Source: an optimization exercise on an open RTL-to-GDS flow (aim: small area). Production flows keep margins and buffers that such runs may drop. At most, simulation tests tie the RTL to the original design; equivalence was not proved. No driver is modelled on the clock port, so clock power and skew are understated where the tree is cut down; a real chip needs a root buffer or a tree. Power and IR drop assume default switching activity.

## run P
==> flow/design.v <==
`timescale 1ns / 100ps
module top(
     input wire clk, reset,
     input wire start, si,
     output reg [3:0] an,
     output reg [7:0] sseg
    );
localparam [2:0] IDLE = 3'b000, WAIT = 3'b001, CNT = 3'b010, CNT0 = 3'b011,
                 FIN = 3'b100, FIN0 = 3'b101, DIV = 3'b110, DIV0 = 3'b111;
reg [2:0] state;
reg [17:0] scan;           
reg [5:0] t;               
reg c;                     
reg s;                     
reg d;                     
reg [15:0] p;              
reg [9:0] r;               
reg [15:0] dsp;            
reg pt;                    
wire [3:0] ph = scan[3:0];
wire ph0 = (ph == 4'd0);
wire ph15 = (ph == 4'd15);
wire edg = si & ~d;
wire z = state[0];
wire div = state[2] & state[1];
wire cnt = ~state[2] & state[1];
wire fin = state[2] & ~state[1];
wire [4:0] pass = scan[8:4];
wire first = (pass == 5'd0);
wire tick = cnt & ~edg & (t == 6'd44);
wire le1 = z | (p[15:1] == 15'd0);
wire le10 = (p[15:4] == 12'd0) & (p[3:0] <= 4'd10);
wire le100 = (p[15:7] == 9'd0) & (p[6:0] <= 7'd100);
wire [19:0] dvnd = le1 ? 20'd1000 : le10 ? 20'd10000 : le100 ? 20'd100000 : 20'd1000000;
wire [19:0] zq = 20'd1048;   
wire [4:0] bi = 5'd19 - pass;
wire sub = div & ~s;
wire rb = r[0] & ~(div & first);
wire pb = p[0] & ~z;
wire a = div & (ph0 ? dvnd[bi] : d);
wire bx = pb ^ sub;
wire cin = ph0 ? (div ? sub : s) : c;
wire sum = a ^ bx ^ cin;
wire cout = (a & bx) | (a & cin) | (bx & cin);
wire sgn = rb ^ sub ^ cout;    
wire q = z ? zq[bi] : ~sgn;
function [3:0] adj(input [3:0] x);
  adj = (x >= 4'd5) ? x + 4'd3 : x;
endfunction
wire [15:0] dd = {dsp[15:12], adj(dsp[11:8]), adj(dsp[7:4]), adj(dsp[3:0])};
wire shift = div & ph15;
wire m6 = ~le1 & ~le100;
wire d3z = (dsp[15:12] == 4'd0);
wire d2z = (dsp[11:8] == 4'd0);
always @(posedge clk)
  if (reset)
    begin
      state <= IDLE;
      scan <= 0;
    end
  else
    begin
      scan <= scan + 1'b1;
      case (state)
        IDLE: if (start) state <= WAIT;
        WAIT: if (edg) state <= CNT0;
        CNT0: if (edg) state <= FIN0; else if (t == 6'd44) state <= CNT;
        CNT: state <= {edg, ~edg, ph15 & cout};
        FIN, FIN0: state <= {1'b1, ph15 & (pass == 5'd31) & ~s, z | (ph15 & cout)};
        default: if (ph15 & (pass == 5'd19)) state <= IDLE;
      endcase
    end
always @(posedge clk)
  begin
    if (cnt && !edg && t != 6'd44)
      t <= {t[0] ^ t[1], t[5:1]};
    else if (div)
      t <= {sum, t[5:1]};
    else
      t <= 6'd1;
  end
always @(posedge clk)
  begin
    c <= cout;
    d <= div ? rb : si;
    if (div)
      s <= ph15 ? sgn : s;
    else
      s <= tick | (s & ~ph0);
    p <= {(cnt | fin) ? (sum & ~z) : p[0], p[15:1]};
    r <= {t[0], r[9:1]};
  end
always @(posedge clk)
  if (reset || fin)
    begin
      dsp <= 0;
      pt <= 0;
    end
  else
    begin
      if (shift)
        dsp <= {dd[14:0], div & q};
      if (div & first & ph0)
        pt <= m6;
    end
wire [1:0] sel = scan[17:16];
wire [1:0] sh = {pt & d3z & d2z, pt & d3z & ~d2z};
wire [1:0] idx = sel - sh;
wire blank = (sel < sh);
reg [3:0] h;
always @*
  begin
    case (sel)
      2'd0: an = 4'b1110;
      2'd1: an = 4'b1101;
      2'd2: an = 4'b1011;
      default: an = 4'b0111;
    endcase
    case (idx)
      2'd0: h = dsp[3:0];
      2'd1: h = dsp[7:4];
      2'd2: h = dsp[11:8];
      default: h = dsp[15:12];
    endcase
    if (blank)
      h = 4'd0;
  end
wire A = h[3], B = h[2], C = h[1], D = h[0];
always @*
  begin
    sseg[6] = A | C | ~(B ^ D);
    sseg[5] = ~B | ~(C ^ D);
    sseg[4] = ~C | D | B;
    sseg[3] = A | (~B & ~D) | (~B & C) | (C & ~D) | (B & ~C & D);
    sseg[2] = ~D & (~B | C);
    sseg[1] = A | (~C & ~D) | (B & ~(C & D));
    sseg[0] = A | (B ^ C) | (C & ~D);
    sseg[7] = pt & (sel == sh);
  end
endmodule
export LEC_CHECK = 0
export CAP_MARGIN = 20
export CORE_MARGIN = 2
export CORE_UTILIZATION = 40
export SLEW_MARGIN = 20
create_clock -name core_clock -period 10.0 [get_ports {clk}]
standard.sh (not shown) runs the stock make flow with config.mk's settings and CLKGATE_MAP_FILE= SYNTH_SCRIPT=/design/flow/synth_recipe.tcl, a recipe that flattens the netlist after the stock synthesis.
==> flow/flow/run.sh <==
#!/bin/bash
# Own flow: the standard synthesis, then the combinational logic is mapped
# again by ABC for area (flip-flops kept as they are, same names and cells),
# then the standard layout with small port buffers and a lighter clock tree.
set -euo pipefail
W=$(pwd)
R=$W/orfs/results/$FLOW_PLATFORM/top/base
bash standard.sh synth > $W/flow_synth.log 2>&1
cp $R/1_2_yosys.v $W/std_synth.v
export REMAP_LIB=$FLOW_HOME/platforms/$FLOW_PLATFORM/lib/sky130_fd_sc_hd__tt_025C_1v80.lib
export REMAP_IN=$W/std_synth.v
export REMAP_DONTUSE="$(grep -o 'sky130_fd_sc_hd__[a-z0-9_]*' $FLOW_HOME/platforms/$FLOW_PLATFORM/config.mk | sort -u | tr '\n' ' ')"
# several ABC scripts and seeds, four at a time; keep the smallest result
jobs="amap:1 amap:2 amap:3 amap:4 nf:1 nf:2 nf:3 nf:4"
n=0
for j in $jobs; do
  k=${j%%:*}; s=${j##*:}; tag=${k}_$s
  sed "s/@SEED@/$s/" $W/flow/area_$k.abc.in > $W/area_$tag.abc
  REMAP_ABC=$W/area_$tag.abc REMAP_OUT=$W/remap_$tag.v \
    yosys -c $W/flow/remap.tcl > $W/flow_remap_$tag.log 2>&1 &
  n=$((n + 1))
  if (( n % 4 == 0 )); then wait; fi
done
wait
best=""; besta=""
for j in $jobs; do
  tag=${j%%:*}_${j##*:}
  a=$(grep 'Chip area for top module' $W/flow_remap_$tag.log | tail -1 | awk '{print $NF}' || true)
  [[ -n "$a" && -s $W/remap_$tag.v ]] || continue
  if [[ -z "$best" ]] || awk -v a="$a" -v b="$besta" 'BEGIN{exit !(a<b)}'; then best=$tag; besta=$a; fi
done
echo "remap: $best, area $besta" > $W/flow_remap_choice.log
cp $W/remap_$best.v $R/1_2_yosys.v
bash standard.sh \
  "BUFFER_PORTS_ARGS=-buffer_cell sky130_fd_sc_hd__buf_1" \
  "CTS_ARGS=$(cat $W/flow/cts_args.txt)" \
  "POST_CTS_TCL=$W/flow/post_cts.tcl" \
  finish > $W/flow_finish.log 2>&1
Other scripts of this flow, unchanged in this note and not shown: flow/flow/area_amap.abc.in, flow/flow/area_nf.abc.in, flow/flow/cts_args.txt, flow/flow/post_cts.tcl, flow/flow/remap.tcl
[inputs] run F vs run P
--- a/flow/design.v
+++ b/flow/design.v
@@ -29,10 +29,11 @@
 wire first = (pass == 5'd0);
 wire tick = cnt & ~edg & (t == 6'd44);
 wire le1 = z | (p[15:1] == 15'd0);
 wire le10 = (p[15:4] == 12'd0) & (p[3:0] <= 4'd10);
 wire le100 = (p[15:7] == 9'd0) & (p[6:0] <= 7'd100);
+wire pz = z | (p == 16'd0);
 wire [19:0] dvnd = le1 ? 20'd1000 : le10 ? 20'd10000 : le100 ? 20'd100000 : 20'd1000000;
 wire [19:0] zq = 20'd1048;   
 wire [4:0] bi = 5'd19 - pass;
 wire sub = div & ~s;
 wire rb = r[0] & ~(div & first);
@@ -41,11 +42,11 @@
 wire bx = pb ^ sub;
 wire cin = ph0 ? (div ? sub : s) : c;
 wire sum = a ^ bx ^ cin;
 wire cout = (a & bx) | (a & cin) | (bx & cin);
 wire sgn = rb ^ sub ^ cout;    
-wire q = z ? zq[bi] : ~sgn;
+wire q = pz ? zq[bi] : ~sgn;
 function [3:0] adj(input [3:0] x);
   adj = (x >= 4'd5) ? x + 4'd3 : x;
 endfunction
 wire [15:0] dd = {dsp[15:12], adj(dsp[11:8]), adj(dsp[7:4]), adj(dsp[3:0])};
 wire shift = div & ph15;
@@ -63,12 +64,12 @@
       scan <= scan + 1'b1;
       case (state)
         IDLE: if (start) state <= WAIT;
         WAIT: if (edg) state <= CNT0;
         CNT0: if (edg) state <= FIN0; else if (t == 6'd44) state <= CNT;
-        CNT: state <= {edg, ~edg, ph15 & cout};
-        FIN, FIN0: state <= {1'b1, ph15 & (pass == 5'd31) & ~s, z | (ph15 & cout)};
+        CNT: if (edg) state <= FIN;
+        FIN, FIN0: if (ph15 & (pass == 5'd31) & ~s) state <= {2'b11, z};
         default: if (ph15 & (pass == 5'd19)) state <= IDLE;
       endcase
     end
 always @(posedge clk)
   begin
Notes after the runs:
In the tables for run F and run P, sequential fraction of design power reads higher with run F. Routed wirelength normalized by instance count: run F vs run P down 0.92 um. met1 routing resource usage after global routing, run F and run P, lower one = run F. Per the comparison of run F with run P, routed wire length increased by about 0.9% relative to the old numbers; core utilization shows no meaningful change. Diff run F and run P: filler cell count in the final layout higher in run F.
The RTL of run P was laid out without a check of its function. No run of this note takes its clock network from TritonCTS; it comes from the design's own scripts or RTL.

========
top with an RTL version that a note above also has.
Size: roughly 350 cells after synthesis, about 16 I/O pins, about 0.0028 mm2 of cells after synthesis.
==> module top, before the edit <==
module top(
     input wire clk, reset,
     input wire start, si,
     output reg [3:0] an,
     output reg [7:0] sseg
    );
localparam [2:0] IDLE = 3'b000, WAIT = 3'b001, CNT = 3'b010, CNT0 = 3'b011,
                 FIN = 3'b100, FIN0 = 3'b101, DIV = 3'b110, DIV0 = 3'b111;
reg [2:0] state;
reg [17:0] scan;           
reg [5:0] t;               
reg c;                     
reg s;                     
reg d;                     
reg [15:0] p;              
reg [9:0] r;               
reg [15:0] dsp;            
reg pt;                    
wire [3:0] ph = scan[3:0];
wire ph0 = (ph == 4'd0);
wire ph15 = (ph == 4'd15);
wire edg = si & ~d;
wire z = state[0];
wire div = state[2] & state[1];
wire cnt = ~state[2] & state[1];
wire fin = state[2] & ~state[1];
wire [4:0] pass = scan[8:4];
wire first = (pass == 5'd0);
wire tick = cnt & ~edg & (t == 6'd44);
wire le1 = z | (p[15:1] == 15'd0);
wire le10 = (p[15:4] == 12'd0) & (p[3:0] <= 4'd10);
wire le100 = (p[15:7] == 9'd0) & (p[6:0] <= 7'd100);
wire pz = z | (p == 16'd0);
wire [19:0] dvnd = le1 ? 20'd1000 : le10 ? 20'd10000 : le100 ? 20'd100000 : 20'd1000000;
wire [19:0] zq = 20'd1048;   
wire [4:0] bi = 5'd19 - pass;
wire sub = div & ~s;
wire rb = r[0] & ~(div & first);
wire pb = p[0] & ~z;
wire a = div & (ph0 ? dvnd[bi] : d);
wire bx = pb ^ sub;
wire cin = ph0 ? (div ? sub : s) : c;
wire sum = a ^ bx ^ cin;
wire cout = (a & bx) | (a & cin) | (bx & cin);
wire sgn = rb ^ sub ^ cout;    
wire q = pz ? zq[bi] : ~sgn;
function [3:0] adj(input [3:0] x);
  adj = (x >= 4'd5) ? x + 4'd3 : x;
endfunction
wire [15:0] dd = {dsp[15:12], adj(dsp[11:8]), adj(dsp[7:4]), adj(dsp[3:0])};
wire shift = div & ph15;
wire m6 = ~le1 & ~le100;
wire d3z = (dsp[15:12] == 4'd0);
wire d2z = (dsp[11:8] == 4'd0);
always @(posedge clk)
  if (reset)
    begin
      state <= IDLE;
      scan <= 0;
    end
  else
    begin
      scan <= scan + 1'b1;
      case (state)
        IDLE: if (start) state <= WAIT;
        WAIT: if (edg) state <= CNT0;
        CNT0: if (edg) state <= FIN0; else if (t == 6'd44) state <= CNT;
        CNT: if (edg) state <= FIN;
        FIN, FIN0: if (ph15 & (pass == 5'd31) & ~s) state <= {2'b11, z};
        default: if (ph15 & (pass == 5'd19)) state <= IDLE;
      endcase
    end
always @(posedge clk)
  begin
    if (cnt && !edg && t != 6'd44)
      t <= {t[0] ^ t[1], t[5:1]};
    else if (div)
      t <= {sum, t[5:1]};
    else
      t <= 6'd1;
  end
always @(posedge clk)
  begin
    c <= cout;
    d <= div ? rb : si;
    if (div)
      s <= ph15 ? sgn : s;
    else
      s <= tick | (s & ~ph0);
    p <= {(cnt | fin) ? (sum & ~z) : p[0], p[15:1]};
    r <= {t[0], r[9:1]};
  end
always @(posedge clk)
  if (reset || fin)
    begin
      dsp <= 0;
      pt <= 0;
    end
  else
    begin
      if (shift)
        dsp <= {dd[14:0], div & q};
      if (div & first & ph0)
        pt <= m6;
    end
wire [1:0] sel = scan[17:16];
wire [1:0] sh = {pt & d3z & d2z, pt & d3z & ~d2z};
wire [1:0] idx = sel - sh;
wire blank = (sel < sh);
reg [3:0] h;
always @*
  begin
    case (sel)
      2'd0: an = 4'b1110;
      2'd1: an = 4'b1101;
      2'd2: an = 4'b1011;
      default: an = 4'b0111;
    endcase
    case (idx)
      2'd0: h = dsp[3:0];
      2'd1: h = dsp[7:4];
      2'd2: h = dsp[11:8];
      default: h = dsp[15:12];
    endcase
    if (blank)
      h = 4'd0;
  end
wire A = h[3], B = h[2], C = h[1], D = h[0];
always @*
  begin
    sseg[6] = A | C | ~(B ^ D);
    sseg[5] = ~B | ~(C ^ D);
    sseg[4] = ~C | D | B;
    sseg[3] = A | (~B & ~D) | (~B & C) | (C & ~D) | (B & ~C & D);
    sseg[2] = ~D & (~B | C);
    sseg[1] = A | (~C & ~D) | (B & ~(C & D));
    sseg[0] = A | (B ^ C) | (C & ~D);
    sseg[7] = pt & (sel == sh);
  end
endmodule
clock: 10.0 ns
lec_check: 0
cap_margin: 20
core_margin: 2
core_utilization: 40
slew_margin: 20
==> flow/flow/run.sh <==
#!/bin/bash
# Own flow: the standard synthesis, then the combinational logic is mapped
# again by ABC for area (flip-flops kept as they are, same names and cells),
# then the standard layout with small port buffers and a lighter clock tree.
set -euo pipefail
W=$(pwd)
R=$W/orfs/results/$FLOW_PLATFORM/top/base
bash standard.sh synth > $W/flow_synth.log 2>&1
cp $R/1_2_yosys.v $W/std_synth.v
export REMAP_LIB=$FLOW_HOME/platforms/$FLOW_PLATFORM/lib/sky130_fd_sc_hd__tt_025C_1v80.lib
export REMAP_IN=$W/std_synth.v
export REMAP_DONTUSE="$(grep -o 'sky130_fd_sc_hd__[a-z0-9_]*' $FLOW_HOME/platforms/$FLOW_PLATFORM/config.mk | sort -u | tr '\n' ' ')"
# several ABC seeds in parallel; keep the smallest result
for s in 1 2 3 4; do
  sed "s/@SEED@/$s/" $W/flow/area.abc.in > $W/area_$s.abc
  REMAP_ABC=$W/area_$s.abc REMAP_OUT=$W/remap_$s.v \
    yosys -c $W/flow/remap.tcl > $W/flow_remap_$s.log 2>&1 &
done
wait
best=""; besta=""
for s in 1 2 3 4; do
  a=$(grep 'Chip area for top module' $W/flow_remap_$s.log | tail -1 | awk '{print $NF}')
  [[ -n "$a" && -s $W/remap_$s.v ]] || continue
  if [[ -z "$best" ]] || awk -v a="$a" -v b="$besta" 'BEGIN{exit !(a<b)}'; then best=$s; besta=$a; fi
done
echo "remap: seed $best, area $besta" > $W/flow_remap_choice.log
cp $W/remap_$best.v $R/1_2_yosys.v
bash standard.sh \
  "BUFFER_PORTS_ARGS=-buffer_cell sky130_fd_sc_hd__buf_1" \
  "CTS_ARGS=$(cat $W/flow/cts_args.txt)" \
  "POST_CTS_TCL=$W/flow/post_cts.tcl" \
  finish > $W/flow_finish.log 2>&1
Other scripts of this flow, unchanged in this note and not shown: flow/flow/area.abc.in, flow/flow/cts_args.txt, flow/flow/post_cts.tcl, flow/flow/remap.tcl
The first run finished with timing, DRC and antenna clean.
Edit:
==> flow/design.v (replaced) <==
`timescale 1ns / 100ps
module top(
     input wire clk, reset,
     input wire start, si,
     output reg [3:0] an,
     output reg [7:0] sseg
    );
localparam [2:0] IDLE = 3'b000, WAIT = 3'b001, CNT = 3'b011, FIN = 3'b010,
                 DIV = 3'b110, FMT = 3'b100;
reg [2:0] state;
reg [17:0] scan;           
reg si_d;
reg [5:0] t;               
reg z;                     
reg pend;                  
reg c;                     
reg s;                     
reg d;                     
reg [15:0] p;              
reg [15:0] r;              
reg [15:0] dsp;            
reg pt;                    
wire [3:0] ph = scan[3:0];
wire ph0 = (ph == 4'd0);
wire ph15 = (ph == 4'd15);
wire edg = si & ~si_d;
wire div = (state == DIV);
wire [4:0] pass = scan[8:4];
wire first = (pass == 5'd0);
wire tick = (state == CNT) & ~edg & (t == 6'd26);
wire le1 = z | (p[15:1] == 15'd0);
wire le10 = (p[15:4] == 12'd0) & (p[3:0] <= 4'd10);
wire le100 = (p[15:7] == 9'd0) & (p[6:0] <= 7'd100);
wire pz = z | (p == 16'd0);
wire [19:0] dvnd = le1 ? 20'd1000 : le10 ? 20'd10000 : le100 ? 20'd100000 : 20'd1000000;
wire [19:0] zq = 20'd1048;   
wire [4:0] bi = 5'd19 - pass;
wire sub = div & ~s;
wire rb = r[0] & ~(div & first);
wire pb = p[0] & ~z;
wire a = div & (ph0 ? dvnd[bi] : d);
wire bx = pb ^ sub;
wire cin = ph0 ? (div ? sub : pend) : c;
wire sum = a ^ bx ^ cin;
wire cout = (a & bx) | (a & cin) | (bx & cin);
wire sgn = rb ^ sub ^ cout;    
wire q = pz ? zq[bi] : ~sgn;
function [3:0] adj(input [3:0] x);
  adj = (x >= 4'd5) ? x + 4'd3 : x;
endfunction
wire [15:0] dd = {dsp[15:12], adj(dsp[11:8]), adj(dsp[7:4]), adj(dsp[3:0])};
wire shift = div & ph15;
wire m6 = ~le1 & ~le100;
wire d3z = (dsp[15:12] == 4'd0);
wire d2z = (dsp[11:8] == 4'd0);
always @(posedge clk)
  if (reset)
    begin
      state <= IDLE;
      scan <= 0;
    end
  else
    begin
      scan <= scan + 1'b1;
      case (state)
        IDLE: if (start) state <= WAIT;
        WAIT: if (edg) state <= CNT;
        CNT: if (edg) state <= FIN;
        FIN: if (ph15 & (pass == 5'd31) & ~pend) state <= DIV;
        DIV: if (ph15 & (pass == 5'd19)) state <= FMT;
        FMT: state <= IDLE;
        default: state <= IDLE;
      endcase
    end
always @(posedge clk)
  begin
    si_d <= si;
    pend <= tick | (pend & ~ph0);
    if (state == CNT && !edg && t != 6'd26)
      t <= {t[4:0], t[5] ^ t[4]};
    else
      t <= 6'd1;
  end
always @(posedge clk)
  begin
    if (state == IDLE || state == WAIT)
      z <= 1'b1;
    else if (tick)
      z <= 1'b0;
    c <= cout;
    d <= rb;
    if (div & ph15)
      s <= sgn;
    else if (!div)
      s <= 1'b0;
    p <= {(state == CNT || state == FIN) ? (sum & ~z) : p[0], p[15:1]};
    r <= {sum, r[15:1]};
  end
always @(posedge clk)
  if (reset || state == FIN)
    begin
      dsp <= 0;
      pt <= 0;
    end
  else
    begin
      if (shift)
        dsp <= {dd[14:0], div & q};
      if (state == FMT)
        pt <= m6;
    end
wire [1:0] sel = scan[17:16];
wire [1:0] sh = {pt & d3z & d2z, pt & d3z & ~d2z};
wire [1:0] idx = sel - sh;
wire blank = (sel < sh);
reg [3:0] h;
always @*
  begin
    case (sel)
      2'd0: an = 4'b1110;
      2'd1: an = 4'b1101;
      2'd2: an = 4'b1011;
      default: an = 4'b0111;
    endcase
    case (idx)
      2'd0: h = dsp[3:0];
      2'd1: h = dsp[7:4];
      2'd2: h = dsp[11:8];
      default: h = dsp[15:12];
    endcase
    if (blank)
      h = 4'd0;
  end
wire A = h[3], B = h[2], C = h[1], D = h[0];
always @*
  begin
    sseg[6] = A | C | ~(B ^ D);
    sseg[5] = ~B | ~(C ^ D);
    sseg[4] = ~C | D | B;
    sseg[3] = A | (~B & ~D) | (~B & C) | (C & ~D) | (B & ~C & D);
    sseg[2] = ~D & (~B | C);
    sseg[1] = A | (~C & ~D) | (B & ~(C & D));
    sseg[0] = A | (B ^ C) | (C & ~D);
    sseg[7] = pt & (sel == sh);
  end
endmodule
Count of clock-buffer cells in the layout stays the same.
Register-to-register slack improves by 0.44 ns.
Routed wire length came out higher slightly.
Final area grows by a few percent.
Maximum frequency shrinks by roughly a tenth.
Cell count rises by a few percent.
Via count is higher by a few percent.
Critical path depth grows by 4.
Power goes up by roughly a tenth.

==> port drivers added, routing unchanged <==
The flow's constraints put no driver on any port. The routed layouts listed below were extracted and timed again, unchanged, in two steps. Step 1: set_driving_cell puts a clkbuf_16 on clk and a buf_2 on each other input, an assumption about the parent block. Step 2 times the ports against the registers' clock, not the clock port: input delays grow and output delays shrink by t, the midpoint of the rising clock arrivals with the driver on. a / b / c = ideal / step 1 / step 2; a / b = the first two.
run | t (ns) | slack for setup (ns) | hold slack, ns | clock arrival spread, ns
run P | 0.215 | 5.154 / 5.099 / 5.314 | 0.325 / 0.325 / 0.325 | 0.016 / 0.015
run F | 0.213 | 5.321 / 5.266 / 5.479 | 0.325 / 0.325 / 0.325 | 0.015 / 0.016
the first run of note 2 | 0.419 | 5.088 / 5.063 / 5.482 | 0.306 / 0.306 / 0.306 | 0.028 / 0.028
the second run of note 2 | 0.418 | 4.544 / 4.518 / 4.936 | 0.327 / 0.327 / 0.327 | 0.019 / 0.020
After both steps every run listed still meets setup and hold.
